This is an optimization exercise on Yosys and OpenROAD, whose aim is small area, not a production implementation. The RTL was checked by simulation tests, not by an equivalence proof against the original design. The clock cells of runs 2 to 8 come from the design's own scripts or RTL, not from TritonCTS. No driver is modelled on the clock port, so clock power and skew are understated where the tree is cut down; a real chip needs a root buffer or a tree. Power is estimated from default activity; no workload was simulated.

### flow/config.mk
export PLATFORM = sky130hd
export DESIGN_NAME = SpiController
export DESIGN_NICKNAME = SpiController
export VERILOG_FILES = /design/flow/design.v
export SDC_FILE = /design/flow/constraint.sdc
export NUM_CORES = 4
export LEC_CHECK = 0
export CAP_MARGIN = 20
export CORE_MARGIN = 2
export CORE_UTILIZATION = 40
export SLEW_MARGIN = 20
### flow/constraint.sdc
create_clock -name core_clock -period 5.0 [get_ports {clk_i}]
set_input_delay 1.0000 -clock core_clock [delete_from_list [all_inputs] [get_ports {clk_i}]]
set_output_delay 1.0000 -clock core_clock [all_outputs]
set_load 0.01 [all_outputs]
### flow/design.v
`timescale 10ns / 1ns
module SpiController #(
    parameter CLOCK_DIVIDE = 2,   
    parameter FRAME_WIDTH = 32   
) (
    input clk_i,   
    input reset_i,   
    input start_i,   
    output is_idle_o,   
    output spi_sclk_o,   
    output spi_mosi_o,   
    input spi_miso_i,   
    output spi_cs_o,   
    output unsigned [FRAME_WIDTH-1:0] data_o,   
    input unsigned [FRAME_WIDTH-1:0] data_i   
);
    logic act_q;   
    logic [2:0] ph_q;   
    logic [5:0] cnt_q;   
    logic [31:0] shift_q;   
    logic [31:0] data_q;   
    logic fin;   
    logic ld, shr, hdr;   
    logic dn, hn;   
    assign fin = cnt_q[1] & cnt_q[2] & cnt_q[3];
    assign ld = ~act_q;
    assign shr = ph_q[2] & ~ph_q[1] & ~reset_i;   
    assign hdr = act_q & ~reset_i & ~shr;
    assign dn = ~act_q & fin & ~reset_i;
    assign hn = ~((~act_q & fin) | reset_i);
    always_ff @(posedge clk_i) begin
        act_q <= ~reset_i & ~fin & (act_q | start_i);
        ph_q[0] <= act_q & ~ph_q[2];
        ph_q[1] <= act_q & ph_q[0];
        ph_q[2] <= act_q & ~reset_i & ph_q[1];
        cnt_q <= ({6{shr}} & {cnt_q[4:0], ~(cnt_q[0] ^ cnt_q[5])})
               | ({6{hdr}} & cnt_q);
        shift_q <= ({32{ld}} & data_i)
                 | ({32{shr}} & {shift_q[30:0], spi_miso_i})
                 | ({32{hdr}} & shift_q);
        data_q <= ({32{dn}} & shift_q) | ({32{hn}} & data_q);
    end
    assign spi_mosi_o = shift_q[31] & act_q & ~fin;
    assign spi_sclk_o = ph_q[2];
    assign spi_cs_o = ~act_q;
    assign is_idle_o = ~act_q & ~fin;
    assign data_o = data_q;
endmodule
### flow/flow/run.sh
#!/bin/bash
# Standard ORFS synthesis, then the combinational logic is replaced by a
# hand-mapped equivalent (flow/remap.py, flip-flops kept as synthesized), then
# the standard ORFS layout with small port buffers and no CTS dummy loads.
set -euo pipefail
export BUFFER_PORTS_ARGS="-buffer_cell sky130_fd_sc_hd__buf_1"
export CTS_ARGS="-sink_clustering_enable -repair_clock_nets -dont_use_dummy_load"
bash standard.sh synth > synth.log 2>&1
R=orfs/results/sky130hd/SpiController/base
cp $R/1_2_yosys.v std_synth_netlist.log
python3 flow/remap.py std_synth_netlist.log $R/1_2_yosys.v > remap.log 2>&1
rm -f $R/1_synth.odb $R/1_synth.sdc
bash standard.sh > layout.log 2>&1
### flow/flow/remap.py
#!/usr/bin/env python3
"""Replace the combinational logic of the standard synthesis netlist by a
hand-mapped equivalent of rtl/SpiController.sv.  The flip-flops of the
standard synthesis are kept as they are: same instance names, cell types and
output nets.  Usage: remap.py IN.v OUT.v"""
import re, sys

src = open(sys.argv[1]).read()
P = 'sky130_fd_sc_hd__'

# flip-flops of the standard synthesis: name -> (cell, Q net text)
flops = {}
for m in re.finditer(r'(sky130_fd_sc_hd__df\w+)\s+(\\\S+|\w+)\s*\((.*?)\);', src, re.S):
    cell, inst, body = m.group(1), m.group(2), m.group(3)
    q = re.search(r'\.Q\(\s*(\\\S+\s|[\w\[\]]+)\s*\)', body).group(1).strip()
    base = inst.lstrip('\\').split('$')[0]
    flops[base] = (cell, inst, q)

names = ['act_q'] + ['ph_q[%d]' % i for i in range(3)] + ['cnt_q[%d]' % i for i in range(6)] \
    + ['shift_q[%d]' % i for i in range(32)] + ['data_q[%d]' % i for i in range(32)]
assert sorted(flops) == sorted(names), sorted(set(flops) ^ set(names))
for n in names:
    assert flops[n][0] == P + 'dfxtp_1', (n, flops[n][0])

def q(n):
    t = flops[n][2]
    return t + ' ' if t.startswith('\\') else t

out = []
wires = set()
cnt = [0]

def w(n):
    wires.add(n)
    return n

def cell(typ, **pins):
    cnt[0] += 1
    conns = ', '.join('.%s(%s)' % (k, v) for k, v in pins.items())
    out.append('  %s%s rm_%d (%s);' % (P, typ, cnt[0], conns))

act, ph, c, s, d = q('act_q'), [q('ph_q[%d]' % i) for i in range(3)], \
    [q('cnt_q[%d]' % i) for i in range(6)], [q('shift_q[%d]' % i) for i in range(32)], \
    [q('data_q[%d]' % i) for i in range(32)]

# shared control
cell('and3_1', A=c[1], B=c[2], C=c[3], X=w('rm_fin'))
cell('inv_1', A=act, Y='spi_cs_o')                      # ld = ~act
ld = 'spi_cs_o'
cell('nor3b_1', A=ph[1], B='reset_i', C_N=ph[2], Y=w('rm_shr'))
cell('nor3_1', A=ld, B='reset_i', C='rm_shr', Y=w('rm_hdr'))
cell('nor3b_1', A=act, B='reset_i', C_N='rm_fin', Y=w('rm_dn'))
cell('a21oi_1', A1=ld, A2='rm_fin', B1='reset_i', Y=w('rm_hn'))
# outputs
cell('nor3b_1', A=ld, B='rm_fin', C_N=s[31], Y='spi_mosi_o')
cell('nor2_1', A=act, B='rm_fin', Y='is_idle_o')

dnet = {}
def D(n):
    dnet[n] = w('rm_d_' + re.sub(r'\W', '_', n))
    return dnet[n]

# act
cell('nor2_1', A=act, B='start_i', Y=w('rm_as'))
cell('nor3_1', A='reset_i', B='rm_fin', C='rm_as', Y=D('act_q'))
# Johnson phase counter
cell('nor2_1', A=ld, B=ph[2], Y=D('ph_q[0]'))
cell('nor2b_1', A=ld, B_N=ph[0], Y=D('ph_q[1]'))
cell('nor3b_1', A=ld, B='reset_i', C_N=ph[1], Y=D('ph_q[2]'))
# bit counter
cell('xnor2_1', A=c[0], B=c[5], Y=w('rm_cfb'))
for i in range(6):
    cell('a22o_1', A1='rm_shr', A2=(c[i - 1] if i else 'rm_cfb'), B1='rm_hdr', B2=c[i], X=D('cnt_q[%d]' % i))
# shift register
for i in range(32):
    y = w('rm_sy_%d' % i)
    cell('a222oi_1', A1=ld, A2='data_i[%d]' % i, B1='rm_shr', B2=(s[i - 1] if i else 'spi_miso_i'),
         C1='rm_hdr', C2=s[i], Y=y)
    cell('inv_1', A=y, Y=D('shift_q[%d]' % i))
# received word
for i in range(32):
    cell('a22o_1', A1='rm_dn', A2=s[i], B1='rm_hn', B2=d[i], X=D('data_q[%d]' % i))

for n in names:
    cellt, inst, qn = flops[n]
    out.append('  %s %s (.CLK(clk_i), .D(%s), .Q(%s));' % (cellt, inst + ' ' if inst.startswith('\\') else inst, dnet[n], q(n)))

# header: ports exactly as in the standard netlist
hdr = src[:src.index(');', src.index('module')) + 2]
decl = re.findall(r'^\s*(?:input|output)\b[^;]*;', src, re.M)
portnames = set()
for dcl in decl:
    portnames.add(dcl.split()[-1].rstrip(';'))
qnets = set()
for n in names:
    t = q(n).strip()
    base = t.split('[')[0] if not t.startswith('\\') else t
    if base not in portnames and not t.startswith('\\'):
        qnets.add(t)
    elif t.startswith('\\'):
        qnets.add(t)
lines = [hdr] + ['  ' + x.strip() for x in decl]
for n in sorted(qnets):
    lines.append('  wire %s ;' % n)
for n in sorted(wires):
    lines.append('  wire %s;' % n)
lines += out + ['endmodule', '']
open(sys.argv[2], 'w').write('\n'.join(lines))
### flow/standard.sh
#!/bin/bash
# synth_recipe.tcl (not shown) runs the flow's synth.tcl, then flattens the netlist and writes it again
# the make line also repeats each setting of config.mk as NAME=value (left out here)
make -C /OpenROAD-flow-scripts/flow DESIGN_CONFIG=/design/flow/config.mk WORK_HOME=/design/flow/orfs CLKGATE_MAP_FILE= SYNTH_SCRIPT=/design/flow/synth_recipe.tcl "${@:-finish}"
==> results of run 1 <==
## worst max-delay path, stage by stage (launching register included)
cell     delay, ns
dfxtp_1       0.34
inv_1         0.48
buf_4         0.36
buf_1         0.19
## power groups by stage
stage	clock [mW]	combinational (mW)	sequential [mW]
after floorplan	0	0.0403	0.642
after global placement	0	0.0621	0.649
after detailed placement	0	0.0638	0.649
after CTS	0.355	0.0640	0.636
after global routing	0.378	0.0715	0.639
final	0.342	0.0635	0.636
## final cells by class
class                      count  area (sq um)
tap                           72         90.09
multi-input combinational     83         749.5
sequential                    74          1481
clock buffer                   9         123.9
inverter                      33         123.9
fill                         528          2701
timing repair buffer          76         304.0
## state kept, by name, summed over array words and instances (netlist names)
name     cells
act_q        1
cnt_q        6
data_q      32
ph_q         3
shift_q     32
## how the worst max path moves through the flow
stage | to | startpoint | slack (ns) | depth (start not counted)
5_1_grt | spi_cs_o | act_q$_DFF_P_ | 2.15 | 3
3_3_place_gp | shift_q[24]$_DFF_P_ | reset_i | 2.27 | 6
6_report | spi_cs_o | act_q$_DFF_P_ | 2.31 | 3
2_1_floorplan | shift_q[0]$_DFF_P_ | reset_i | 0.09 | 4
3_5_place_dp | shift_q[16]$_DFF_P_ | reset_i | 2.15 | 6
4_1_cts | spi_cs_o | act_q$_DFF_P_ | 2.26 | 3
## routing by layer
| metal | track usage [%] | share of wire, % | vias to the layer above |
|---|---|---|---|
| met5 | 0 | 0 | - |
| met4 | 9.322 | 1.4 | 0 |
| met3 | 5.506 | 7.4 | 9 |
| met2 | 24.25 | 44 | 72 |
| met1 | 23.20 | 47 | 939 |
| li1 | - | - | 930 |
## layout by cell type (no fill, tap or decap)
cell type	n
nor3_2	1
nor2_1	3
a22o_1	38
nor3_1	1
a21oi_2	1
nor3b_2	2
nor2b_1	1
nor3b_1	2
inv_1	33
dfxtp_1	74
xnor2_1	1
buf_1	71
buf_4	5
clkbuf_8	9
a222oi_1	32
and3_1	1
## per-stage QoR
step,hold slack [ns],setup slack [ns],instances
after CTS,0.4426,2.260,347
after floorplan,0.4138,0.09234,190
after global routing,0.4506,2.154,347
after global placement,0.4164,2.274,338
after detailed placement,0.4260,2.154,338
final,0.4380,2.306,347
==> out/results.ini, run 1 <==
[detailed_routing]
drc_errors=0
final_antenna_net_count=0
vias=1950
routedWlPerCell_um=15.63
first_pass_iters=8
vias_per_cell=5.620
first_iter_violations=232
drt_wl_total_um=5425

[cts]
path_clk_slew_ns=0.07
insertion_delay_ns=0.33
cts_hold_buf=0
cts_tree=built
cts_resized=0
clockBufferDepth=2
cts_root_buf=clkbuf_8
cts_made_buffers=9
cts_sinks=74
post_cts_buffers=0
cts-htree-levels=3

[worst_hold_path]
min_path_type=flop to flop
min-delay-start=ph_q[0]$_DFF_P_
hold_depth=1
hold-path-endpoint=ph_q[1]$_DFF_P_

[power]
sw_frac_of_total_pct=22.70
seqPwrFrac_pct=61.1
leakagePower_nw=1.200
ir_drop_mv=0.1527
pwr_density_cell_nw_per_um2=362.7
p_comb_share_pct=6.1
clockPowerShare_pct=32.8
total_power_mw=1.042
power.internal_mw=0.8054
power.switching_mw=0.2366

[global_routing]
grtUsageTotal_pct=17.20
grt_max_degree=39
antenna_found_initial=0
grt_pass1_wl_um=8528
grt_remaining_overflow=0
grt_pass1_vias=1835

[final_layout]
final_layout_size_suffix_gt1_share_pct=6.545
layout.nets=313
utilization_pct=51.54
antenna_cells=0
syn_to_final_growth_pct=22.98
final_area_sq_um=2873

[worst_setup_path]
r2r-start=act_q$_DFF_P_
worstPathMaxFanout=20
arrival_ns=1.69
timing.rr.end=shift_q[16]$_DFF_P_
crit_required_ns=4.00
reg2reg_slack_ns=2.96
rr_worst_depth=6
path_class=flop to output port
end_kind=output port
worstSetupStartpointType=flop

[floorplan]
core_area_sq_um=5574
chipHeight_um=80.42
start_util_pct=41.91
die_w_um=80.42
row_count=27
die_area_sq_um=6467
num_io_pins=72

[timing]
fmax_ghz=0.3712
setup_violations=0
finalHoldViolCount=0
slew_viol_final=0
rsz0062_at_grt=no
fin_crit_sh_pct=53.87
fin_crit_ns=2.694
worst_slew_pin_slew_ns=1.020
max_slew_margin_pct=31.68
finClkSkew_ns=0.01721
setup_tns_ns=0

[placement]
gp_congestion=0.7300
placed_area_sq_um=2749
portBuffers=71
dp_hpwl_um=3354

[yosys]
synth_warnings=1
syn-cell-area_sq_um=2336
synth_nets=226
syn_area_per_cell_sq_um=12.29
synthCells=190

[outcome]
status=finished clean

[run]
cap_viol_max_count=0

==> inputs of run 2 (changes only) <==
--- a/flow/flow/run.sh
+++ b/flow/flow/run.sh
@@ -3,6 +3,10 @@
 # hand-mapped equivalent (flow/remap.py, flip-flops kept as synthesized), then
-# the standard ORFS layout with small port buffers and no CTS dummy loads.
+# the standard ORFS layout with small port buffers and a flat clock buffering
+# (flow/clkbuf.tcl) in place of ORFS's clock tree synthesis.
 set -euo pipefail
 export BUFFER_PORTS_ARGS="-buffer_cell sky130_fd_sc_hd__buf_1"
-export CTS_ARGS="-sink_clustering_enable -repair_clock_nets -dont_use_dummy_load"
+export PRE_CTS_TCL=$PWD/flow/clkbuf.tcl
+export CLKBUF_GROUPS=9
+export CLKBUF_CELL=sky130_fd_sc_hd__clkbuf_4
+export CLKBUF_ROOT=sky130_fd_sc_hd__clkbuf_4
 bash standard.sh synth > synth.log 2>&1
==> flow/flow/clkbuf.tcl (new file) <==
# Replaces ORFS's clock tree synthesis by a flat clock buffering: the
# flip-flops are split into CLKBUF_GROUPS groups by location (k-means) and
# each group is driven by one CLKBUF_CELL buffer placed at the group's
# centroid, fed from the clock port directly or, if CLKBUF_ROOT names a cell,
# through one root buffer of that cell.  All flip-flops thus see the same
# number of buffer stages.  Sourced as PRE_CTS_TCL; it overrides clock_tree_synthesis.
proc flat_clock_buffers { ngroups cellname rootname } {
  set db [ord::get_db]
  set block [ord::get_db_block]
  set portnet [$block findNet clk_i]
  set clknet $portnet
  set master [$db findMaster $cellname]
  set sinks {}
  foreach it [$clknet getITerms] {
    set inst [$it getInst]
    set bb [$inst getBBox]
    lappend sinks [list $it [expr {([$bb xMin] + [$bb xMax]) / 2.0}] [expr {([$bb yMin] + [$bb yMax]) / 2.0}]]
  }
  set n [llength $sinks]
  # k-means, seeded by sinks spread along x
  set sorted [lsort -real -index 1 $sinks]
  set cents {}
  for {set g 0} {$g < $ngroups} {incr g} {
    set s [lindex $sorted [expr {int(($g + 0.5) * $n / $ngroups)}]]
    lappend cents [list [lindex $s 1] [lindex $s 2]]
  }
  # balanced k-means: each group takes at most ceil(n / ngroups) sinks,
  # assigned greedily by increasing distance to the group centres
  set cap [expr {($n + $ngroups - 1) / $ngroups}]
  for {set iter 0} {$iter < 30} {incr iter} {
    set pairs {}
    set i 0
    foreach s $sinks {
      for {set g 0} {$g < $ngroups} {incr g} {
        set c [lindex $cents $g]
        lappend pairs [list [expr {abs([lindex $s 1] - [lindex $c 0]) + abs([lindex $s 2] - [lindex $c 1])}] $i $g]
      }
      incr i
    }
    set pairs [lsort -real -index 0 $pairs]
    set assign [lrepeat $n -1]
    set fill [lrepeat $ngroups 0]
    foreach p $pairs {
      lassign $p d i g
      if {[lindex $assign $i] >= 0 || [lindex $fill $g] >= $cap} continue
      lset assign $i $g
      lset fill $g [expr {[lindex $fill $g] + 1}]
    }
    set newc {}
    for {set g 0} {$g < $ngroups} {incr g} {
      set sx 0; set sy 0; set k 0
      foreach s $sinks a $assign {
        if {$a == $g} { set sx [expr {$sx + [lindex $s 1]}]; set sy [expr {$sy + [lindex $s 2]}]; incr k }
      }
      if {$k > 0} { lappend newc [list [expr {$sx / $k}] [expr {$sy / $k}]] } else { lappend newc [lindex $cents $g] }
    }
    set cents $newc
  }
  if {$rootname != ""} {
    # one root buffer at the centroid of the group buffers
    set rinst [odb::dbInst_create $block [$db findMaster $rootname] "clkbuf_flat_root"]
    set clknet [odb::dbNet_create $block "clknet_flat_root"]
    $clknet setSigType CLOCK
    [$rinst findITerm A] connect $portnet
    [$rinst findITerm X] connect $clknet
    set sx 0; set sy 0
    foreach c $cents { set sx [expr {$sx + [lindex $c 0]}]; set sy [expr {$sy + [lindex $c 1]}] }
    $rinst setLocation [expr {int($sx / $ngroups)}] [expr {int($sy / $ngroups)}]
    $rinst setPlacementStatus PLACED
  }
  for {set g 0} {$g < $ngroups} {incr g} {
    set inst [odb::dbInst_create $block $master "clkbuf_flat_$g"]
    set net [odb::dbNet_create $block "clknet_flat_$g"]
    $net setSigType CLOCK
    [$inst findITerm A] connect $clknet
    [$inst findITerm X] connect $net
    set k 0
    foreach s $sinks a $assign {
      if {$a == $g} {
        set it [lindex $s 0]
        $it disconnect
        $it connect $net
        incr k
      }
    }
    set c [lindex $cents $g]
    $inst setLocation [expr {int([lindex $c 0])}] [expr {int([lindex $c 1])}]
    $inst setPlacementStatus PLACED
    puts "clock buffer clkbuf_flat_$g ($cellname): $k flip-flops"
  }
}

rename clock_tree_synthesis orfs_clock_tree_synthesis
proc clock_tree_synthesis { args } {
  flat_clock_buffers $::env(CLKBUF_GROUPS) $::env(CLKBUF_CELL) $::env(CLKBUF_ROOT)
  set_propagated_clock [all_clocks]
}
--- a/flow/config.mk
+++ b/flow/config.mk
@@ -9,3 +9,4 @@
 export CORE_MARGIN = 2
-export CORE_UTILIZATION = 40
+export CORE_UTILIZATION = 60
+export PLACE_DENSITY = 0.8
 export SLEW_MARGIN = 20
==> run 2 against run 1 <==
  * Combinational power grew 0.8%
  * First-iteration DRC count up 58%
  * Still clean
  * Flip-flop and latch count is the same
  * Clock skew fell by 0.0027 ns
  * Via count shrank 0.56%
  * Power fell by 7.8%
  * Synthesized cell count stayed put
  * Synthesized area stayed put
  * Final cell count shrank 6.6%
  * Critical path depth stayed put
==> out/results.ini, run 2 <==
[outcome]
status=finished clean  ; unchanged

[detailed_routing]
first_pass_iters=8  ; unchanged
final_antenna_net_count=0  ; unchanged
routedWlPerCell_um=15.92  ; was 15.63 um
first_iter_violations=367  ; was 232
vias_per_cell=5.985  ; was 5.620
drc_errors=0  ; unchanged
vias=1939  ; was 1950
drt_wl_total_um=5159  ; was 5425 um

[worst_setup_path]
critical-path-max-stage-delay_ns=0.37  ; was 0.48 ns
arrival_ns=1.39  ; was 1.69 ns
timing.rr.end=shift_q[30]$_DFF_P_  ; was shift_q[16]$_DFF_P_
crit_slowest_cell=buf_4  ; was inv_1
critical_path.endpoint=spi_cs_o  ; unchanged
r2r-start=ph_q[2]$_DFF_P_  ; was act_q$_DFF_P_
reg2reg_slack_ns=3.27  ; was 2.96 ns
path_class=flop to output port  ; unchanged
crit_required_ns=4.00  ; about the same
worstSetupStartpoint=act_q$_DFF_P_  ; unchanged
path_cells=inv_1 > buf_4 > buf_1  ; unchanged
end_kind=output port  ; unchanged
rr_worst_depth=6  ; unchanged
worstPathMaxFanout=38  ; was 20
worstSetupStartpointType=flop  ; unchanged

[power]
p_comb_share_pct=6.7  ; was 6.1%
leakagePower_nw=1.181  ; was 1.200 nW
sw_frac_of_total_pct=23.33  ; was 22.70%
ir_drop_mv=0.1909  ; was 0.1527 mV
pwr_density_cell_nw_per_um2=344.0  ; was 362.7 nW/um^2
seqPwrFrac_pct=66.1  ; was 61.1%
power.switching_mw=0.2243  ; was 0.2366 mW
power.internal_mw=0.7368  ; was 0.8054 mW
clockPowerShare_pct=27.2  ; was 32.8%
total_power_mw=0.9610  ; was 1.042 mW

[floorplan]
die_area_sq_um=4408  ; was 6467 sq um
start_util_pct=63.33  ; was 41.91%
chipHeight_um=66.40  ; was 80.42 um
row_count=22  ; was 27
die_w_um=66.40  ; was 80.42 um
core_area_sq_um=3689  ; was 5574 sq um
num_io_pins=72  ; unchanged

[global_routing]
grt_use_met3_pct=2.726  ; was 5.506%
grt_pass1_wl_um=8424  ; was 8528 um
grtUsageTotal_pct=23.37  ; was 17.20%
antenna_found_initial=0  ; unchanged
grt_busiest_layer=met2  ; unchanged
grt_max_degree=40  ; was 39
gr-usage-met2_pct=37.25  ; was 24.25%
grt_remaining_overflow=0  ; unchanged
grt_pass1_vias=1764  ; was 1835
grt_util_met1_pct=34.90  ; was 23.20%

[timing]
fin_crit_sh_pct=47.87  ; was 53.87%
slew_viol_final=0  ; unchanged
finClkSkew_ns=0.01454  ; was 0.01721 ns
whs_ns=0.4404  ; was 0.4380 ns
setup_tns_ns=0  ; unchanged
max_slew_margin_pct=73.75  ; was 31.68%
setup_violations=0  ; unchanged
finalWorstSetupSlack_ns=2.607  ; was 2.306 ns
fin_crit_ns=2.393  ; was 2.694 ns
fmax_ghz=0.4178  ; was 0.3712 GHz
finalHoldViolCount=0  ; unchanged
rsz0062_at_grt=no  ; unchanged
worst_slew_pin_slew_ns=0.3938  ; was 1.020 ns

[placement]
placed_area_sq_um=2719  ; was 2749 sq um
place_ws_ns=2.417  ; was 2.154 ns
gp_congestion=0.6972  ; was 0.7300
dp_hpwl_um=3141  ; was 3354 um
portBuffers=71  ; unchanged
dp.cells=314  ; was 338

[run]
cap_viol_max_count=0  ; unchanged

[yosys]
synthCells=190  ; unchanged
synth_warnings=1  ; unchanged
synth_nets=226  ; unchanged
syn-cell-area_sq_um=2336  ; unchanged
syn_area_per_cell_sq_um=12.29  ; unchanged

[final_layout]
syn_to_final_growth_pct=19.60  ; was 22.98%
layout_commonest_cell=dfxtp_1  ; unchanged
utilization_pct=75.75  ; was 51.54%
final_layout_size_suffix_gt1_share_pct=6.884  ; was 6.545%
layout_common_cells=dfxtp_1 (74), buf_1 (71), a22o_1 (38)  ; unchanged
final_area_sq_um=2794  ; was 2873 sq um
biggestRegsByFlops=data_q (32), shift_q (32), cnt_q (6)  ; unchanged
regArea_sq_um=1481  ; unchanged
antenna_cells=0  ; unchanged
layout.nets=314  ; was 313
multi_input_area_sq_um=749.5  ; unchanged
instances_no_fill=324  ; was 347
nFillCells=277  ; was 528

[cts]
cts_resized=0  ; unchanged
insertion_delay_ns=0.40  ; was 0.33 ns
cts_hold_buf=0  ; unchanged
path_clk_slew_ns=0.09  ; was 0.07 ns
post_cts_buffers=0  ; unchanged

[worst_hold_path]
min_path_type=flop to flop  ; unchanged

run 2: area by class of cell:
| class | instances | share of cell area (%) |
|---|---|---|
| plain buffers | 10 | 2.687 |
| inverters | 33 | 4.434 |
| multi-input cells | 83 | 26.82 |
| repair buffers | 76 | 10.88 |
| well taps | 48 | 2.150 |
| flip-flops and latches | 74 | 53.02 |
run 2: worst min-delay path by stage:
stage | startpoint | to | slack, ns | depth (start not counted)
4_1_cts | ph_q[2]$_DFF_P_ | ph_q[0]$_DFF_P_ | 0.44 | 1
3_3_place_gp | ph_q[2]$_DFF_P_ | ph_q[0]$_DFF_P_ | 0.42 | 1
3_5_place_dp | ph_q[2]$_DFF_P_ | ph_q[0]$_DFF_P_ | 0.44 | 1
6_report | ph_q[2]$_DFF_P_ | ph_q[0]$_DFF_P_ | 0.44 | 1
5_1_grt | ph_q[2]$_DFF_P_ | ph_q[0]$_DFF_P_ | 0.45 | 1
2_1_floorplan | ph_q[0]$_DFF_P_ | ph_q[1]$_DFF_P_ | 0.41 | 1
run 2: power by group through the flow:
| stage | Sequential (mW) | Clock, mW | Combinational, mW |
|---|---|---|---|
| 2_1_floorplan | 0.642 | 0 | 0.0403 |
| 3_3_place_gp | 0.648 | 0 | 0.0609 |
| 3_5_place_dp | 0.648 | 0 | 0.0632 |
| 4_1_cts | 0.635 | 0.268 | 0.0635 |
| 5_1_grt | 0.639 | 0.292 | 0.0719 |
| 6_report | 0.636 | 0.261 | 0.0640 |
run 2: worst max-delay path, delay by kind of cell, from the launching register on:
family                 cells  cell delay (ns)
buffers and inverters      3             0.66
flip-flops                 1             0.35
run 2: layer usage:
layer | share of wire, % | wire length [um]
met5 | 0 | 0
met4 | 1.1 | 57
met3 | 7.4 | 382
met2 | 46 | 2383
met1 | 45 | 2337
==> inputs of run 3 (changes only) <==
--- a/flow/config.mk
+++ b/flow/config.mk
@@ -9,4 +9,3 @@
 export CORE_MARGIN = 2
-export CORE_UTILIZATION = 60
-export PLACE_DENSITY = 0.8
+export CORE_UTILIZATION = 40
 export SLEW_MARGIN = 20
==> run 3 against run 2 <==
  * Utilization is 25 points lower
  * Critical path type unchanged
  * Register-to-register slack worse by 0.31 ns
  * Flip-flop and latch count stayed put
  * Power is 0.26% higher
  * Clock power is 2% higher
  * Sequential share of layout area is 0.56 points lower
  * Die area is 47% higher
  * Critical path depth stayed put
==> out/results.ini, run 3 <==
[yosys]
syn-cell-area_sq_um=2336  ; unchanged
synth_warnings=1  ; unchanged
synthCells=190  ; unchanged
synth_nets=226  ; unchanged
syn_area_per_cell_sq_um=12.29  ; unchanged

[final_layout]
final_area_sq_um=2824  ; was 2794 sq um
layout_commonest_cell=dfxtp_1  ; unchanged
biggestRegsByFlops=data_q (32), shift_q (32), cnt_q (6)  ; unchanged
syn_to_final_growth_pct=20.89  ; was 19.60%
final_layout_size_suffix_gt1_share_pct=6.884  ; unchanged
layout_common_cells=dfxtp_1 (74), buf_1 (71), a22o_1 (38)  ; unchanged
layout.nets=314  ; unchanged
antenna_cells=0  ; unchanged

[placement]
gp_congestion=0.7300  ; was 0.6972
dp_hpwl_um=3354  ; was 3141 um
portBuffers=71  ; unchanged
placed_area_sq_um=2749  ; was 2719 sq um

[global_routing]
grt_pass1_wl_um=8480  ; was 8424 um
antenna_found_initial=0  ; unchanged
grtUsageTotal_pct=15.72  ; was 23.37%
grt_remaining_overflow=0  ; unchanged
grt_max_degree=39  ; was 40
grt_pass1_vias=1815  ; was 1764

[cts]
cts_hold_buf=0  ; unchanged
insertion_delay_ns=0.42  ; was 0.40 ns
path_clk_slew_ns=0.07  ; was 0.09 ns
post_cts_buffers=0  ; unchanged
cts_resized=0  ; unchanged

[timing]
fin_crit_ns=2.778  ; was 2.393 ns
rsz0062_at_grt=no  ; unchanged
fin_crit_sh_pct=55.56  ; was 47.87%
setup_tns_ns=0  ; unchanged
max_slew_margin_pct=32.81  ; was 73.75%
setup_violations=0  ; unchanged
worst_slew_pin_slew_ns=1.003  ; was 0.3938 ns
slew_viol_final=0  ; unchanged
finClkSkew_ns=0.01609  ; was 0.01454 ns
fmax_ghz=0.3599  ; was 0.4178 GHz
finalHoldViolCount=0  ; unchanged

[power]
power.internal_mw=0.7365  ; was 0.7368 mW
pwr_density_cell_nw_per_um2=341.2  ; was 344.0 nW/um^2
ir_drop_mv=0.1938  ; was 0.1909 mV
leakagePower_nw=1.181  ; unchanged
clockPowerShare_pct=27.5  ; was 27.2%
power.switching_mw=0.2270  ; was 0.2243 mW
seqPwrFrac_pct=65.9  ; was 66.1%
p_comb_share_pct=6.6  ; was 6.7%
sw_frac_of_total_pct=23.56  ; was 23.33%

[worst_setup_path]
reg2reg_slack_ns=2.96  ; was 3.27 ns
end_kind=output port  ; unchanged
critical_path.endpoint=spi_cs_o  ; unchanged
crit_required_ns=4.00  ; about the same
arrival_ns=1.78  ; was 1.39 ns
timing.rr.end=shift_q[25]$_DFF_P_  ; was shift_q[30]$_DFF_P_
r2r-start=act_q$_DFF_P_  ; was ph_q[2]$_DFF_P_
worstSetupStartpointType=flop  ; unchanged
worstPathMaxFanout=20  ; was 38
rr_worst_depth=6  ; unchanged
path_class=flop to output port  ; unchanged
worstSetupStartpoint=act_q$_DFF_P_  ; unchanged

[detailed_routing]
first_pass_iters=10  ; was 8
vias_per_cell=5.566  ; was 5.985
vias=1937  ; was 1939
drc_errors=0  ; unchanged
routedWlPerCell_um=15.30  ; was 15.92 um
first_iter_violations=232  ; was 367
drt_wl_total_um=5326  ; was 5159 um
final_antenna_net_count=0  ; unchanged

[floorplan]
chipHeight_um=80.42  ; was 66.40 um
row_count=27  ; was 22
die_w_um=80.42  ; was 66.40 um
num_io_pins=72  ; unchanged
core_area_sq_um=5574  ; was 3689 sq um
start_util_pct=41.91  ; was 63.33%
die_area_sq_um=6467  ; was 4408 sq um

[run]
cap_viol_max_count=0  ; unchanged

[outcome]
status=finished clean  ; unchanged

[worst_hold_path]
min_path_type=flop to flop  ; unchanged

==> run 3: cell counts in the layout (fill, tap and decap cells not counted) <==
Identical to the previous run, type by type.
==> run 3: how the worst min path moves through the flow <==
| stage | from | to | cells after the start |
|---|---|---|---|
| 2_1_floorplan | ph_q[0]$_DFF_P_ | ph_q[1]$_DFF_P_ | 1 |
| 3_3_place_gp | ph_q[0]$_DFF_P_ | ph_q[1]$_DFF_P_ | 1 |
| 3_5_place_dp | ph_q[0]$_DFF_P_ | ph_q[1]$_DFF_P_ | 1 |
| 4_1_cts | ph_q[0]$_DFF_P_ | ph_q[1]$_DFF_P_ | 1 |
| 5_1_grt | ph_q[0]$_DFF_P_ | ph_q[1]$_DFF_P_ | 1 |
| 6_report | ph_q[0]$_DFF_P_ | ph_q[1]$_DFF_P_ | 1 |
==> run 3: cell type report <==
type	instances	area [sq um]
multi-input cells	83	749.5
repair buffers	76	304.0
well taps	72	90.09
plain buffers	10	75.07
inverters	33	123.9
fillers	530	2750
flip-flops and latches	74	1481
==> run 3: critical path, cell delays in order (launching register included) <==
cell,delay (ns)
dfxtp_1,0.34
inv_1,0.48
buf_4,0.36
buf_1,0.18
==> run 3: power by group through the flow <==
stage / sequential, mW / clock [mW] / combinational, mW
global placement: 0.649 / 0 / 0.0621
detailed placement: 0.649 / 0 / 0.0638
global route: 0.639 / 0.301 / 0.0715
CTS: 0.635 / 0.282 / 0.0641
finish: 0.635 / 0.265 / 0.0635
floorplan: 0.642 / 0 / 0.0403
==> run 3: metrics by stage <==
step                      hold slack [ns]  power (mW)  utilization (%)  setup slack (ns)  cells
after floorplan                    0.4138      0.6827                -           0.09234    190
after global placement             0.4164      0.7107            49.32             2.274    338
after detailed placement           0.4260      0.7124            49.32             2.154    338
after CTS                          0.4442      0.9813            50.66             2.155    348
after global routing               0.4540       1.012            50.66             2.045    348
final                              0.4390      0.9635            50.66             2.222    348
==> run 3: per-layer routing <==
layer / up-vias / global-route usage [%] / routed length (um)
li1: 930 / - / -
met1: 921 / 22.21 / 2479
met2: 76 / 24.83 / 2339
met3: 10 / 3.034 / 412
met4: 0 / 3.729 / 94
met5: - / 0 / 0
==> inputs of run 4 (changes only) <==
--- a/flow/flow/remap.py
+++ b/flow/flow/remap.py
@@ -45,10 +45,13 @@
 
-# shared control
+# shared control; the select nets each drive 32 or more loads, so they come
+# from gates with an output buffer (and*_2, inv_2)
 cell('and3_1', A=c[1], B=c[2], C=c[3], X=w('rm_fin'))
-cell('inv_1', A=act, Y='spi_cs_o')                      # ld = ~act
+cell('inv_2', A=act, Y='spi_cs_o')                      # ld = ~act
 ld = 'spi_cs_o'
-cell('nor3b_1', A=ph[1], B='reset_i', C_N=ph[2], Y=w('rm_shr'))
-cell('nor3_1', A=ld, B='reset_i', C='rm_shr', Y=w('rm_hdr'))
-cell('nor3b_1', A=act, B='reset_i', C_N='rm_fin', Y=w('rm_dn'))
-cell('a21oi_1', A1=ld, A2='rm_fin', B1='reset_i', Y=w('rm_hn'))
+cell('inv_1', A='reset_i', Y=w('rm_nr'))
+cell('and3b_2', A_N=ph[1], B=ph[2], C='rm_nr', X=w('rm_shr'))
+cell('and3b_2', A_N='rm_shr', B=act, C='rm_nr', X=w('rm_hdr'))
+cell('and3_2', A=ld, B='rm_fin', C='rm_nr', X=w('rm_dn'))
+cell('nand2_1', A=ld, B='rm_fin', Y=w('rm_ldfin_n'))
+cell('and2_2', A='rm_ldfin_n', B='rm_nr', X=w('rm_hn'))
 # outputs
@@ -68,3 +71,3 @@
 cell('nor2b_1', A=ld, B_N=ph[0], Y=D('ph_q[1]'))
-cell('nor3b_1', A=ld, B='reset_i', C_N=ph[1], Y=D('ph_q[2]'))
+cell('and3_1', A=act, B='rm_nr', C=ph[1], X=D('ph_q[2]'))
 # bit counter
==> run 4 against run 3 <==
  * Still clean
  * Synthesized cell count is 1.1% higher
  * Die area grew 0.66%
  * Register-to-register slack worse by 0.10 ns
  * First-iteration DRC count fell by 17%
  * Utilization shrank 1.0 points
  * Combinational power fell by 3.9%
  * Flip-flop and latch count unchanged
  * Clock power hardly changed
  * Design area is 1.4% lower
  * Via count down 0.52%
  * Clock skew grew 0.0058 ns
  * Global-route usage is 0.95 points lower
  * Critical path type is now input port to flop
  * Critical endpoint is now shift_q[19]$_DFF_P_
  * Largest cell class unchanged
  * Largest power group unchanged
==> out/results.ini, run 4 <==
[timing]
finalWorstSetupSlack_ns=2.462  ; was 2.222 ns
worst_slew_pin_slew_ns=0.7182  ; was 1.003 ns
whs_ns=0.4488  ; was 0.4390 ns
fin_crit_ns=2.538  ; was 2.778 ns
fmax_ghz=0.3940  ; was 0.3599 GHz
slew_viol_final=0  ; unchanged
finClkSkew_ns=0.02191  ; was 0.01609 ns
setup_tns_ns=0  ; unchanged
rsz0062_at_grt=no  ; unchanged
max_slew_margin_pct=52.12  ; was 32.81%
setup_violations=0  ; unchanged
fin_crit_sh_pct=50.77  ; was 55.56%
finalHoldViolCount=0  ; unchanged

[worst_setup_path]
arrival_ns=2.81  ; was 1.78 ns
worstSetupStartpointType=input port  ; was flop
path_class=input port to flop  ; was flop to output port
worstPathMaxFanout=39  ; was 20
crit_required_ns=5.27  ; was 4.00 ns
end_kind=flop  ; was output port

[detailed_routing]
vias=1927  ; was 1937
drc_errors=0  ; unchanged
drt_wl_total_um=5258  ; was 5326 um
routedWlPerCell_um=15.24  ; was 15.30 um
first_pass_iters=9  ; was 10
first_iter_violations=192  ; was 232
vias_per_cell=5.586  ; was 5.566
final_antenna_net_count=0  ; unchanged

[global_routing]
gr-usage-met2_pct=23.42  ; was 24.83%
antenna_found_initial=0  ; unchanged
grt_max_degree=40  ; was 39
grt_pass1_wl_um=7955  ; was 8480 um
grt_util_met1_pct=21.15  ; was 22.21%
grt_busiest_layer=met2  ; unchanged
grt_use_met3_pct=2.809  ; was 3.034%
grt_pass1_vias=1699  ; was 1815
grtUsageTotal_pct=14.77  ; was 15.72%
grt_remaining_overflow=0  ; unchanged

[outcome]
status=finished clean  ; unchanged

[cts]
insertion_delay_ns=0.40  ; was 0.42 ns
cts_hold_buf=0  ; unchanged
cts_resized=0  ; unchanged
path_clk_slew_ns=0.10  ; was 0.07 ns
post_cts_buffers=0  ; unchanged

[floorplan]
chipHeight_um=80.69  ; was 80.42 um
num_io_pins=72  ; unchanged
row_count=27  ; unchanged
die_area_sq_um=6510  ; was 6467 sq um
die_w_um=80.69  ; was 80.42 um
core_area_sq_um=5608  ; was 5574 sq um
start_util_pct=41.95  ; was 41.91%

[final_layout]
antenna_cells=0  ; unchanged
biggestRegsByFlops=data_q (32), shift_q (32), cnt_q (6)  ; unchanged
instances_no_fill=345  ; was 348
layout_commonest_cell=dfxtp_1  ; unchanged
final_layout_size_suffix_gt1_share_pct=5.495  ; was 6.884%
layout_common_cells=dfxtp_1 (74), buf_1 (71), a22o_1 (38)  ; unchanged
syn_to_final_growth_pct=18.35  ; was 20.89%
final_area_sq_um=2784  ; was 2824 sq um
layout.nets=311  ; was 314

[yosys]
syn-cell-area_sq_um=2352  ; was 2336 sq um
syn_area_per_cell_sq_um=12.25  ; was 12.29 sq um
synthCells=192  ; was 190
synth_warnings=1  ; unchanged
synth_nets=228  ; was 226

[placement]
gp_congestion=0.6835  ; was 0.7300
dp.cells=335  ; was 338
place_ws_ns=2.073  ; was 2.154 ns
dp_hpwl_um=3210  ; was 3354 um
portBuffers=71  ; unchanged
placed_area_sq_um=2709  ; was 2749 sq um

[run]
cap_viol_max_count=0  ; unchanged

[power]
ir_drop_mv=0.1716  ; was 0.1938 mV
leakagePower_nw=1.176  ; was 1.181 nW
pwr_density_cell_nw_per_um2=344.5  ; was 341.2 nW/um^2

[worst_hold_path]
min_path_type=flop to flop  ; unchanged

[run 4: changes by cell type in the layout (fill, tap and decap cells not counted), sizes merged]
cell | before | now
buf | 76 | 71
inv | 33 | 34
nor3 | 2 | 1
and3b | 0 | 2
nor3b | 4 | 1
and2 | 0 | 1
and3 | 1 | 3
nand2 | 0 | 1
a21oi | 1 | 0
[run 4: worst max-delay path, stage by stage]
cell and delay (ns):
buf_1 0.08, inv_1 0.09, and3b_2 0.68, and3b_2 0.53
a222oi_1 0.36, inv_1 0.07
[run 4: where the power goes]
group          internal, mW  switching, mW
Combinational        0.0280         0.0330
Clock                0.0927          0.170
Sequential            0.615         0.0206
Total                 0.735          0.224
[run 4: worst paths after layout]
check / cells past startpoint / start / slack [ns] / end
setup / recovery: 6 / reset_i / 2.46 / shift_q[19]$_DFF_P_
hold / removal: 1 / ph_q[0]$_DFF_P_ / 0.45 / ph_q[1]$_DFF_P_
setup reg to reg: 4 / ph_q[2]$_DFF_P_ / 2.86 / shift_q[19]$_DFF_P_
hold reg to reg: 1 / ph_q[0]$_DFF_P_ / 0.45 / ph_q[1]$_DFF_P_
[run 4: layout make-up]
cell class	count	area (sq um)
Buffer	10	75.07
Fill cell	554	2824
Inverter	34	127.6
Multi-Input combinational cell	84	743.2
Sequential cell	74	1481
Tap cell	72	90.09
Timing Repair Buffer	71	266.5
[run 4: stage by stage]
stage	util, %	power (mW)
6_report	49.64	0.9592
2_1_floorplan	-	0.6826
4_1_cts	49.64	0.9716
3_3_place_gp	48.30	0.7082
3_5_place_dp	48.30	0.7093
5_1_grt	49.64	1.008
[run 4: per-layer routing]
metal	wire [um]	up-vias
li1	-	931
met1	2521	906
met2	2196	85
met3	494	5
met4	46	0
met5	0	-
==> inputs of run 5 (changes only) <==
--- a/flow/flow/clkbuf.tcl
+++ b/flow/flow/clkbuf.tcl
@@ -6,2 +6,8 @@
 # number of buffer stages.  Sourced as PRE_CTS_TCL; it overrides clock_tree_synthesis.
+proc out_iterm { inst } {
+  foreach it [$inst getITerms] {
+    if {[$it isOutputSignal]} { return $it }
+  }
+}
+
 proc flat_clock_buffers { ngroups cellname rootname } {
@@ -64,3 +70,3 @@
     [$rinst findITerm A] connect $portnet
-    [$rinst findITerm X] connect $clknet
+    [out_iterm $rinst] connect $clknet
     set sx 0; set sy 0
@@ -75,3 +81,3 @@
     [$inst findITerm A] connect $clknet
-    [$inst findITerm X] connect $net
+    [out_iterm $inst] connect $net
     set k 0
==> run 5 against run 4 <==
  * Still clean
  * Flip-flop and latch count unchanged
  * Sequential power about the same
  * Utilization unchanged
  * Final cell count unchanged
  * Clock skew unchanged
  * Synthesized area unchanged
  * Combinational power about the same
  * Largest power group unchanged
==> out/results.ini, run 5 <==
[final_layout]
layout_commonest_cell=dfxtp_1  ; unchanged
utilization_pct=49.64  ; unchanged
biggestRegsByFlops=data_q (32), shift_q (32), cnt_q (6)  ; unchanged
layout_common_cells=dfxtp_1 (74), buf_1 (71), a22o_1 (38)  ; unchanged
final_layout_size_suffix_gt1_share_pct=5.495  ; unchanged
final_area_sq_um=2784  ; unchanged
instances_no_fill=345  ; unchanged
layout.nets=311  ; unchanged
antenna_cells=0  ; unchanged
syn_to_final_growth_pct=18.35  ; unchanged

[worst_setup_path]
critPathTopFamily=simple AND/OR/NAND/NOR gates  ; unchanged
crit_required_ns=5.27  ; about the same
path_class=input port to flop  ; unchanged
cp_num_buf_inv=3  ; unchanged
critical-path-max-stage-delay_ns=0.68  ; about the same
crit_slowest_cell=and3b_2  ; unchanged
arrival_ns=2.81  ; about the same
worstSetupStartpointType=input port  ; unchanged
worstPathMaxFanout=39  ; unchanged
end_kind=flop  ; unchanged
path_cells=buf_1 > inv_1 > and3b_2 > and3b_2 > a222oi_1 > inv_1  ; unchanged

[cts]
cts_hold_buf=0  ; unchanged
cts_resized=0  ; unchanged
post_cts_buffers=0  ; unchanged
path_clk_slew_ns=0.10  ; about the same
insertion_delay_ns=0.40  ; about the same

[detailed_routing]
vias=1927  ; unchanged
first_pass_iters=9  ; unchanged
routedWlPerCell_um=15.24  ; unchanged
drc_errors=0  ; unchanged
first_iter_violations=192  ; unchanged
drt_wl_total_um=5258  ; unchanged
vias_per_cell=5.586  ; unchanged
final_antenna_net_count=0  ; unchanged

[timing]
finClkSkew_ns=0.02191  ; unchanged
fmax_ghz=0.3940  ; unchanged
finalWorstSetupSlack_ns=2.462  ; unchanged
setup_tns_ns=0  ; unchanged
rsz0062_at_grt=no  ; unchanged
worst_slew_pin_slew_ns=0.7182  ; unchanged
fin_crit_sh_pct=50.77  ; unchanged
slew_viol_final=0  ; unchanged
setup_violations=0  ; unchanged
max_slew_margin_pct=52.12  ; unchanged
finalHoldViolCount=0  ; unchanged
fin_crit_ns=2.538  ; unchanged
whs_ns=0.4488  ; unchanged

[yosys]
synth_warnings=1  ; unchanged
synth_nets=228  ; unchanged
synthCells=192  ; unchanged
syn_area_per_cell_sq_um=12.25  ; unchanged
syn-cell-area_sq_um=2352  ; unchanged

[placement]
placed_area_sq_um=2709  ; unchanged
dp_hpwl_um=3210  ; unchanged
place_ws_ns=2.073  ; unchanged
portBuffers=71  ; unchanged
gp_congestion=0.6835  ; unchanged
dp.cells=335  ; unchanged

[global_routing]
grt_pass1_vias=1699  ; unchanged
grtUsageTotal_pct=14.77  ; unchanged
grt_remaining_overflow=0  ; unchanged
grt_pass1_wl_um=7955  ; unchanged
antenna_found_initial=0  ; unchanged
grt_max_degree=40  ; unchanged

[floorplan]
row_count=27  ; unchanged
die_w_um=80.69  ; unchanged
core_area_sq_um=5608  ; unchanged
num_io_pins=72  ; unchanged
chipHeight_um=80.69  ; unchanged
die_area_sq_um=6510  ; unchanged
start_util_pct=41.95  ; unchanged

[power]
power.switching_mw=0.2239  ; unchanged
leakagePower_nw=1.176  ; unchanged
p_comb_share_pct=6.4  ; about the same
clockPowerShare_pct=27.4  ; about the same
seqPwrFrac_pct=66.2  ; about the same
power.internal_mw=0.7353  ; unchanged
sw_frac_of_total_pct=23.34  ; unchanged
total_power_mw=0.9592  ; unchanged
pwr_density_cell_nw_per_um2=344.5  ; unchanged
ir_drop_mv=0.1716  ; unchanged

[worst_hold_path]
min_path_type=flop to flop  ; unchanged

[outcome]
status=finished clean  ; unchanged

[run]
cap_viol_max_count=0  ; unchanged

==> run 5: final timing paths <==
path	slack, ns	to	startpoint	cells after the start
max	2.46	shift_q[19]$_DFF_P_	reset_i	6
min	0.45	ph_q[1]$_DFF_P_	ph_q[0]$_DFF_P_	1
max reg2reg	2.86	shift_q[19]$_DFF_P_	ph_q[2]$_DFF_P_	4
min reg2reg	0.45	ph_q[1]$_DFF_P_	ph_q[0]$_DFF_P_	1
==> run 5: power by group through the flow <==
stage	combinational, mW	clock, mW	sequential (mW)
floorplan	0.0401	0	0.643
global placement	0.0594	0	0.649
detailed placement	0.0608	0	0.648
CTS	0.0612	0.276	0.635
global route	0.0678	0.302	0.638
finish	0.0610	0.263	0.635
==> run 5: cell type report <==
| class | instances | area, sq um |
|---|---|---|
| Buffer | 10 | 75.07 |
| Fill cell | 554 | 2824 |
| Inverter | 34 | 127.6 |
| Multi-Input combinational cell | 84 | 743.2 |
| Sequential cell | 74 | 1481 |
| Tap cell | 72 | 90.09 |
| Timing Repair Buffer | 71 | 266.5 |
==> run 5: metal layers <==
layer,up-vias,track usage (%),share of wire (%)
li1,931,-,-
met1,906,21.15,48
met2,85,23.42,42
met3,5,2.809,9.4
met4,0,2.542,0.87
met5,-,0,0
==> inputs of run 6 (changes only) <==
--- a/flow/flow/run.sh
+++ b/flow/flow/run.sh
@@ -4,3 +4,3 @@
 # the standard ORFS layout with small port buffers and a flat clock buffering
-# (flow/clkbuf.tcl) in place of ORFS's clock tree synthesis.
+# (flow/clkbuf.tcl, two levels of inverters) in place of ORFS's clock tree synthesis.
 set -euo pipefail
@@ -8,5 +8,5 @@
 export PRE_CTS_TCL=$PWD/flow/clkbuf.tcl
-export CLKBUF_GROUPS=9
-export CLKBUF_CELL=sky130_fd_sc_hd__clkbuf_4
-export CLKBUF_ROOT=sky130_fd_sc_hd__clkbuf_4
+export CLKBUF_GROUPS=12
+export CLKBUF_CELL=sky130_fd_sc_hd__inv_2
+export CLKBUF_ROOT=sky130_fd_sc_hd__inv_4
 bash standard.sh synth > synth.log 2>&1
==> run 6 against run 5 <==
  * Critical path depth unchanged
  * Routed wire length up 1.4%
  * Synthesized area unchanged
  * Largest power group unchanged
  * Critical endpoint unchanged
  * Worst hold slack worse by 0.017 ns
  * Utilization down 0.42 points
  * Clock skew up 0.0032 ns
  * Largest cell class unchanged
  * Design area down 0.85%
  * Global-route usage about the same
  * Sequential power about the same
  * Power down 4.2%
==> out/results.ini, run 6 <==
[timing]
fin_crit_ns=2.718  ; was 2.538 ns
worst_slew_pin_slew_ns=0.7506  ; was 0.7182 ns
finalHoldViolCount=0  ; unchanged
fin_crit_sh_pct=54.35  ; was 50.77%
finalWorstSetupSlack_ns=2.282  ; was 2.462 ns
setup_tns_ns=0  ; unchanged
finClkSkew_ns=0.02513  ; was 0.02191 ns
setup_violations=0  ; unchanged
rsz0062_at_grt=no  ; unchanged
slew_viol_final=0  ; unchanged
max_slew_margin_pct=49.96  ; was 52.12%
fmax_ghz=0.3680  ; was 0.3940 GHz

[worst_setup_path]
crit_slowest_cell=and3b_2  ; unchanged
arrival_ns=2.82  ; was 2.81 ns
worstSetupStartpointType=input port  ; unchanged
path_cells=buf_1 > inv_1 > and3b_2 > and3b_2 > a222oi_1 > inv_1  ; unchanged
end_kind=flop  ; unchanged
worstPathMaxFanout=39  ; unchanged
path_class=input port to flop  ; unchanged
critical-path-max-stage-delay_ns=0.70  ; was 0.68 ns
crit_required_ns=5.11  ; was 5.27 ns
critPathTopFamily=simple AND/OR/NAND/NOR gates  ; unchanged
cp_num_buf_inv=3  ; unchanged

[outcome]
status=finished clean  ; unchanged

[yosys]
synthCells=192  ; unchanged
syn-cell-area_sq_um=2352  ; unchanged
syn_area_per_cell_sq_um=12.25  ; unchanged
synth_nets=228  ; unchanged
synth_warnings=1  ; unchanged

[cts]
insertion_delay_ns=0.21  ; was 0.40 ns
cts_resized=0  ; unchanged
cts_hold_buf=0  ; unchanged
post_cts_buffers=0  ; unchanged
path_clk_slew_ns=0.11  ; was 0.10 ns

[final_layout]
layout_commonest_cell=dfxtp_1  ; unchanged
antenna_cells=0  ; unchanged
layout.nets=314  ; was 311
biggestRegsByFlops=data_q (32), shift_q (32), cnt_q (6)  ; unchanged
layout_common_cells=dfxtp_1 (74), buf_1 (71), a22o_1 (38)  ; unchanged
nFillCells=555  ; was 554
syn_to_final_growth_pct=17.34  ; was 18.35%
final_layout_size_suffix_gt1_share_pct=6.522  ; was 5.495%

[floorplan]
die_area_sq_um=6510  ; unchanged
num_io_pins=72  ; unchanged
row_count=27  ; unchanged
die_w_um=80.69  ; unchanged
core_area_sq_um=5608  ; unchanged
start_util_pct=41.95  ; unchanged
chipHeight_um=80.69  ; unchanged

[placement]
place_ws_ns=2.073  ; unchanged
portBuffers=71  ; unchanged
gp_congestion=0.6835  ; unchanged
dp_hpwl_um=3210  ; unchanged

[detailed_routing]
vias_per_cell=5.609  ; was 5.586
first_iter_violations=207  ; was 192
drt_wl_total_um=5329  ; was 5258 um
vias=1952  ; was 1927
drc_errors=0  ; unchanged
first_pass_iters=9  ; unchanged
final_antenna_net_count=0  ; unchanged
routedWlPerCell_um=15.31  ; was 15.24 um

[global_routing]
antenna_found_initial=0  ; unchanged
grt_max_degree=40  ; unchanged
grt_pass1_vias=1720  ; was 1699
grt_pass1_wl_um=7948  ; was 7955 um
grtUsageTotal_pct=14.75  ; was 14.77%
grt_remaining_overflow=0  ; unchanged

[run]
cap_viol_max_count=0  ; unchanged

[power]
total_power_mw=0.9186  ; was 0.9592 mW
leakagePower_nw=1.185  ; was 1.176 nW
ir_drop_mv=0.1494  ; was 0.1716 mV
pwr_density_cell_nw_per_um2=332.8  ; was 344.5 nW/um^2

[worst_hold_path]
min_path_type=flop to flop  ; unchanged

[run 6: where the power goes]
part,switching [mW],internal (mW)
logic,0.0329,0.0280
clock network,0.199,0.0237
registers,0.0205,0.615
total,0.252,0.667
[run 6: metal layers]
metal	vias to the layer above	wire length, um	global-route usage, %
met1	922	2574	21.22
met4	0	26	2.712
met2	88	2199	22.50
met3	4	528	3.708
met5	-	0	0
li1	938	-	-
[run 6: final cells by class]
class,count,area [sq um],share of cell area (%)
inverters,47,178.9,6.482
flip-flops and latches,74,1481,53.67
repair buffers,71,266.5,9.655
well taps,72,90.09,3.264
multi-input cells,84,743.2,26.93
[run 6: worst paths after layout]
kind,slack [ns],cells after the start,to,from
max reg2reg,2.88,4,shift_q[19]$_DFF_P_,ph_q[2]$_DFF_P_
min reg2reg,0.43,1,ph_q[1]$_DFF_P_,ph_q[0]$_DFF_P_
min,0.43,1,ph_q[1]$_DFF_P_,ph_q[0]$_DFF_P_
max,2.28,6,shift_q[19]$_DFF_P_,reset_i
[run 6: per-stage QoR]
stage          instance area (sq um)  cells  utilization [%]  hold slack (ns)
5_1_grt                         2760    348            49.22           0.4520
3_5_place_dp                    2709    335            48.30           0.4321
3_3_place_gp                    2709    335            48.30           0.4218
6_report                        2760    348            49.22           0.4314
2_1_floorplan                   2352    192                -           0.4138
4_1_cts                         2760    348            49.22           0.4494
[run 6: worst register-to-register path, delay by kind of cell (launching register included)]
family          cells  cell delay [ns]
flops               1             0.37
compound gates      1             0.36
simple gates        2             1.22
buf+inv             1             0.06
==> inputs of run 7 (changes only) <==
--- a/flow/design.v
+++ b/flow/design.v
@@ -32,4 +32,4 @@
         act_q <= ~reset_i & ~fin & (act_q | start_i);
-        ph_q[0] <= act_q & ~ph_q[2];
-        ph_q[1] <= act_q & ph_q[0];
+        ph_q[0] <= act_q & ~reset_i & ~ph_q[2];
+        ph_q[1] <= ph_q[0];
         ph_q[2] <= act_q & ~reset_i & ph_q[1];
--- a/flow/flow/run.sh
+++ b/flow/flow/run.sh
@@ -8,4 +8,4 @@
 export PRE_CTS_TCL=$PWD/flow/clkbuf.tcl
-export CLKBUF_GROUPS=12
-export CLKBUF_CELL=sky130_fd_sc_hd__inv_2
+export CLKBUF_GROUPS=6
+export CLKBUF_CELL=sky130_fd_sc_hd__inv_4
 export CLKBUF_ROOT=sky130_fd_sc_hd__inv_4
--- a/flow/flow/remap.py
+++ b/flow/flow/remap.py
@@ -69,4 +69,4 @@
 # Johnson phase counter
-cell('nor2_1', A=ld, B=ph[2], Y=D('ph_q[0]'))
-cell('nor2b_1', A=ld, B_N=ph[0], Y=D('ph_q[1]'))
+cell('nor3_1', A=ld, B='reset_i', C=ph[2], Y=D('ph_q[0]'))
+dnet['ph_q[1]'] = ph[0]
 cell('and3_1', A=act, B='rm_nr', C=ph[1], X=D('ph_q[2]'))
==> run 7 against run 6 <==
  * Still clean
  * Die area is 0.20% lower
  * Synthesized area fell by 0.21%
  * Sequential share of layout area rose by 0.24 points
  * Clock skew up 0.00057 ns
==> out/results.ini, run 7 <==
[outcome]
status=finished clean  ; unchanged

[final_layout]
layout.nets=307  ; was 314
utilization_pct=49.29  ; was 49.22%
layout_common_cells=dfxtp_1 (74), buf_1 (71), a22o_1 (38)  ; unchanged
layout_commonest_cell=dfxtp_1  ; unchanged
antenna_cells=0  ; unchanged
syn_to_final_growth_pct=17.06  ; was 17.34%
final_layout_size_suffix_gt1_share_pct=4.461  ; was 6.522%
final_area_sq_um=2748  ; was 2760 sq um
biggestRegsByFlops=data_q (32), shift_q (32), cnt_q (6)  ; unchanged

[worst_setup_path]
path_cells=buf_1 > inv_1 > and3b_2 > and3b_2 > a222oi_1 > inv_1  ; unchanged
worstPathMaxFanout=39  ; unchanged
critical-path-max-stage-delay_ns=0.67  ; was 0.70 ns
path_class=input port to flop  ; unchanged
crit_required_ns=5.07  ; was 5.11 ns
arrival_ns=2.80  ; was 2.82 ns
end_kind=flop  ; unchanged
crit_slowest_cell=and3b_2  ; unchanged
worstSetupStartpointType=input port  ; unchanged

[run]
cap_viol_max_count=0  ; unchanged

[detailed_routing]
final_antenna_net_count=0  ; unchanged
routedWlPerCell_um=15.54  ; was 15.31 um
drt_wl_total_um=5299  ; was 5329 um
first_pass_iters=10  ; was 9
vias=1892  ; was 1952
vias_per_cell=5.548  ; was 5.609
drc_errors=0  ; unchanged
first_iter_violations=191  ; was 207

[global_routing]
antenna_found_initial=0  ; unchanged
grt_remaining_overflow=0  ; unchanged
grt_pass1_wl_um=8342  ; was 7948 um
grt_pass1_vias=1740  ; was 1720
grt_max_degree=40  ; unchanged
grtUsageTotal_pct=15.52  ; was 14.75%

[cts]
insertion_delay_ns=0.21  ; about the same
cts_resized=0  ; unchanged
post_cts_buffers=0  ; unchanged
cts_hold_buf=0  ; unchanged
path_clk_slew_ns=0.12  ; was 0.11 ns

[floorplan]
chipHeight_um=80.61  ; was 80.69 um
die_area_sq_um=6497  ; was 6510 sq um
core_area_sq_um=5574  ; was 5608 sq um
row_count=27  ; unchanged
die_w_um=80.61  ; was 80.69 um
start_util_pct=42.11  ; was 41.95%
num_io_pins=72  ; unchanged

[placement]
gp_congestion=0.6870  ; was 0.6835
dp_hpwl_um=3194  ; was 3210 um
portBuffers=71  ; unchanged
placed_area_sq_um=2704  ; was 2709 sq um

[power]
pwr_density_cell_nw_per_um2=332.9  ; was 332.8 nW/um^2
ir_drop_mv=0.1460  ; was 0.1494 mV
total_power_mw=0.9146  ; was 0.9186 mW
leakagePower_nw=1.158  ; was 1.185 nW

[timing]
max_slew_margin_pct=52.46  ; was 49.96%
setup_tns_ns=0  ; unchanged
setup_violations=0  ; unchanged
fin_crit_ns=2.729  ; was 2.718 ns
finalHoldViolCount=0  ; unchanged
fin_crit_sh_pct=54.58  ; was 54.35%
worst_slew_pin_slew_ns=0.7131  ; was 0.7506 ns
finClkSkew_ns=0.02570  ; was 0.02513 ns
fmax_ghz=0.3664  ; was 0.3680 GHz
slew_viol_final=0  ; unchanged
rsz0062_at_grt=no  ; unchanged

[yosys]
synth_warnings=1  ; unchanged
synth_nets=227  ; was 228
syn-cell-area_sq_um=2347  ; was 2352 sq um
syn_area_per_cell_sq_um=12.29  ; was 12.25 sq um
synthCells=191  ; was 192

[worst_hold_path]
min_path_type=flop to flop  ; unchanged

run 7: worst paths after layout:
check,startpoint,endpoint,slack (ns),depth (start not counted)
setup / recovery,reset_i,shift_q[25]$_DFF_P_,2.27,6
hold / removal,ph_q[0]$_DFF_P_,ph_q[1]$_DFF_P_,0.34,0
setup reg to reg,ph_q[2]$_DFF_P_,shift_q[25]$_DFF_P_,2.88,4
hold reg to reg,ph_q[0]$_DFF_P_,ph_q[1]$_DFF_P_,0.34,0
run 7: area by class of cell:
cell class	instances	area, sq um
fillers	550	2826
inverters	41	171.4
multi-input cells	83	738.2
repair buffers	71	266.5
flip-flops and latches	74	1481
well taps	72	90.09
run 7: metrics by stage:
step,setup slack (ns),cells,hold WS (ns)
2_1_floorplan,2.593,191,0.3096
3_3_place_gp,2.143,334,0.3133
3_5_place_dp,2.065,334,0.3193
4_1_cts,2.301,341,0.3464
5_1_grt,2.118,341,0.3644
6_report,2.271,341,0.3443
run 7: critical path: cells and delay by family:
family,cells,cell delay (ns)
and+or+nand+nor,2,1.20
buffers and inverters,3,0.27
AOI/OAI and AO/OA,1,0.32
run 7: where the power goes:
group          switching [mW]  internal (mW)
Sequential             0.0210          0.615
Combinational          0.0331         0.0280
Clock                   0.192         0.0250
Total                   0.246          0.668
run 7: layer usage:
layer  track usage [%]  routed length, um
met1             22.60               2453
met2             24.50               2387
met3             2.921                413
met4             2.034                 44
met5                 0                  0
==> inputs of run 8 (changes only) <==
--- a/flow/flow/run.sh
+++ b/flow/flow/run.sh
@@ -8,4 +8,4 @@
 export PRE_CTS_TCL=$PWD/flow/clkbuf.tcl
-export CLKBUF_GROUPS=6
-export CLKBUF_CELL=sky130_fd_sc_hd__inv_4
+export CLKBUF_GROUPS=11
+export CLKBUF_CELL=sky130_fd_sc_hd__inv_2
 export CLKBUF_ROOT=sky130_fd_sc_hd__inv_4
==> run 8 against run 7 <==
  * Still clean on timing, DRC and antenna
  * Clock skew decreased by 0.011 ns
  * Fmax fell by 0.82%
  * Via count rose by 2.3%
  * Routed wire length grew 0.62%
  * Final cell count rose by 1.5%
  * Synthesized cell count did not move
  * First-iteration DRC count rose by 8.4%
  * Die area unchanged
  * Critical path depth stayed put
  * Combinational power about the same
  * Register-to-register slack worse by 0.02 ns
  * Largest power group unchanged
==> out/results.ini, run 8 <==
[global_routing]
gr-usage-met2_pct=24.42  ; was 24.50%
grt_pass1_vias=1768  ; was 1740
grt_use_met3_pct=2.697  ; was 2.921%
grt_util_met1_pct=22.32  ; was 22.60%
antenna_found_initial=0  ; unchanged
grt_remaining_overflow=0  ; unchanged
grt_busiest_layer=met2  ; unchanged
grt_pass1_wl_um=8328  ; was 8342 um
grt_max_degree=40  ; unchanged
grtUsageTotal_pct=15.52  ; unchanged

[final_layout]
biggestRegsByFlops=data_q (32), shift_q (32), cnt_q (6)  ; unchanged
layout_common_cells=dfxtp_1 (74), buf_1 (71), a22o_1 (38)  ; unchanged
instances_no_fill=346  ; was 341
final_layout_size_suffix_gt1_share_pct=6.204  ; was 4.461%
syn_to_final_growth_pct=17.22  ; was 17.06%
layout_commonest_cell=dfxtp_1  ; unchanged
antenna_cells=0  ; unchanged
nFillCells=559  ; was 550
layout.nets=312  ; was 307

[worst_setup_path]
crit_slowest_cell=and3b_2  ; unchanged
critPathTopFamily=simple AND/OR/NAND/NOR gates  ; unchanged
r2r-start=ph_q[2]$_DFF_P_  ; unchanged
path_cells=buf_1 > inv_1 > and3b_2 > and3b_2 > a222oi_1 > inv_1  ; unchanged
arrival_ns=2.84  ; was 2.80 ns
worstSetupStartpointType=input port  ; unchanged
crit_required_ns=5.09  ; was 5.07 ns
end_kind=flop  ; unchanged
reg2reg_slack_ns=2.86  ; was 2.88 ns
cp_num_buf_inv=3  ; unchanged
worstPathMaxFanout=39  ; unchanged
worstSetupStartpoint=reset_i  ; unchanged
path_class=input port to flop  ; unchanged
critical-path-max-stage-delay_ns=0.69  ; was 0.67 ns

[floorplan]
num_io_pins=72  ; unchanged
start_util_pct=42.11  ; unchanged
row_count=27  ; unchanged
die_w_um=80.61  ; unchanged
core_area_sq_um=5574  ; unchanged
die_area_sq_um=6497  ; unchanged
chipHeight_um=80.61  ; unchanged

[timing]
setup_tns_ns=0  ; unchanged
slew_viol_final=0  ; unchanged
rsz0062_at_grt=no  ; unchanged
fin_crit_sh_pct=55.03  ; was 54.58%
setup_violations=0  ; unchanged
finalWorstSetupSlack_ns=2.248  ; was 2.271 ns
finClkSkew_ns=0.01446  ; was 0.02570 ns
fin_crit_ns=2.752  ; was 2.729 ns
fmax_ghz=0.3634  ; was 0.3664 GHz
whs_ns=0.3401  ; was 0.3443 ns
worst_slew_pin_slew_ns=0.7334  ; was 0.7131 ns
finalHoldViolCount=0  ; unchanged
max_slew_margin_pct=51.11  ; was 52.46%

[power]
total_power_mw=0.9170  ; was 0.9146 mW
leakagePower_nw=1.178  ; was 1.158 nW
clockPowerShare_pct=23.9  ; was 23.8%
power.switching_mw=0.2516  ; was 0.2464 mW
sw_frac_of_total_pct=27.43  ; was 26.94%
power.internal_mw=0.6655  ; was 0.6682 mW
ir_drop_mv=0.1807  ; was 0.1460 mV
p_comb_share_pct=6.7  ; about the same
seqPwrFrac_pct=69.4  ; was 69.6%
pwr_density_cell_nw_per_um2=333.3  ; was 332.9 nW/um^2

[detailed_routing]
final_antenna_net_count=0  ; unchanged
vias_per_cell=5.595  ; was 5.548
routedWlPerCell_um=15.41  ; was 15.54 um
drc_errors=0  ; unchanged
vias=1936  ; was 1892
first_pass_iters=10  ; unchanged
first_iter_violations=207  ; was 191
drt_wl_total_um=5332  ; was 5299 um

[yosys]
synth_nets=227  ; unchanged
synth_warnings=1  ; unchanged
syn-cell-area_sq_um=2347  ; unchanged
syn_area_per_cell_sq_um=12.29  ; unchanged
synthCells=191  ; unchanged

[cts]
insertion_delay_ns=0.21  ; about the same
post_cts_buffers=0  ; unchanged
path_clk_slew_ns=0.11  ; was 0.12 ns
cts_resized=0  ; unchanged
cts_hold_buf=0  ; unchanged

[worst_hold_path]
min_path_type=flop to flop  ; unchanged
min-delay-start=ph_q[0]$_DFF_P_  ; unchanged

[placement]
gp_congestion=0.6870  ; unchanged
dp_hpwl_um=3194  ; unchanged
portBuffers=71  ; unchanged
place_ws_ns=2.065  ; unchanged
dp.cells=334  ; unchanged

[run]
cap_viol_max_count=0  ; unchanged

[outcome]
status=finished clean  ; unchanged

==> run 8: final timing paths <==
check                                           to  cells past startpoint
worst max-delay path            shift_q[7]$_DFF_P_                      6
worst min-delay path               ph_q[1]$_DFF_P_                      0
worst max register to register  shift_q[7]$_DFF_P_                      4
worst min register to register     ph_q[1]$_DFF_P_                      0
==> run 8: cell type report <==
class / instances / area (sq um) / area share [%]
repair buffers: 71 / 266.5 / 9.686
multi-input cells: 83 / 738.2 / 26.83
flip-flops and latches: 74 / 1481 / 53.84
well taps: 72 / 90.09 / 3.274
inverters: 46 / 175.2 / 6.367
==> run 8: through the flow <==
stage / cell area (sq um) / utilization [%]
after floorplan: 2347 / -
after global placement: 2704 / 48.51
after detailed placement: 2704 / 48.51
after CTS: 2751 / 49.36
after global routing: 2751 / 49.36
final: 2751 / 49.36
==> run 8: metal layers <==
metal | part of all wire, % | wire length, um | vias to the layer above
met3 | 8.9 | 473 | 13
met4 | 2.0 | 108 | 0
met5 | 0 | 0 | -
met1 | 45 | 2395 | 912
li1 | - | - | 924
met2 | 44 | 2354 | 87
==> run 8: power by group through the flow <==
| stage | clock [mW] | combinational, mW | sequential (mW) |
|---|---|---|---|
| after detailed placement | 0 | 0.0611 | 0.649 |
| after floorplan | 0 | 0.0401 | 0.643 |
| final | 0.219 | 0.0614 | 0.636 |
| after CTS | 0.232 | 0.0614 | 0.636 |
| after global placement | 0 | 0.0592 | 0.649 |
| after global routing | 0.251 | 0.0685 | 0.640 |

what the ideal ports hide:
The flow's constraints put no driver on any port. The routed layouts listed below were extracted and timed again, unchanged, in two steps.
Step 1 sets driving cells, clkbuf_16 on the clock port and buf_2 on the other inputs (assumed; they add their load-dependent delay and slew).
Step 2 times the ports against the registers' clock, not the clock port: input delays grow and output delays shrink by t, the midpoint of the rising clock arrivals with the driver on.
Three values: no drivers, after step 1, after step 2; two values: the first two.
run	shift t [ns]	setup slack, ns	worst setup path at the end	worst data-port slew with drivers (ns)
run 1	0.353	2.306 / 2.279 / 2.116	input to register	0.04
run 2	0.417	2.607 / 2.581 / 2.401	input to register	0.03
run 3	0.439	2.222 / 2.196 / 2.127	input to register	0.04
run 4	0.418	2.462 / 2.446 / 2.047	input to register	0.04
run 5	0.418	2.462 / 2.446 / 2.047	input to register	0.04
run 6	0.234	2.282 / 2.291 / 2.057	input to register	0.04
run 7	0.226	2.271 / 2.283 / 2.056	input to register	0.05
run 8	0.236	2.248 / 2.263 / 2.027	input to register	0.05
After both steps setup and hold are still met in every run listed.
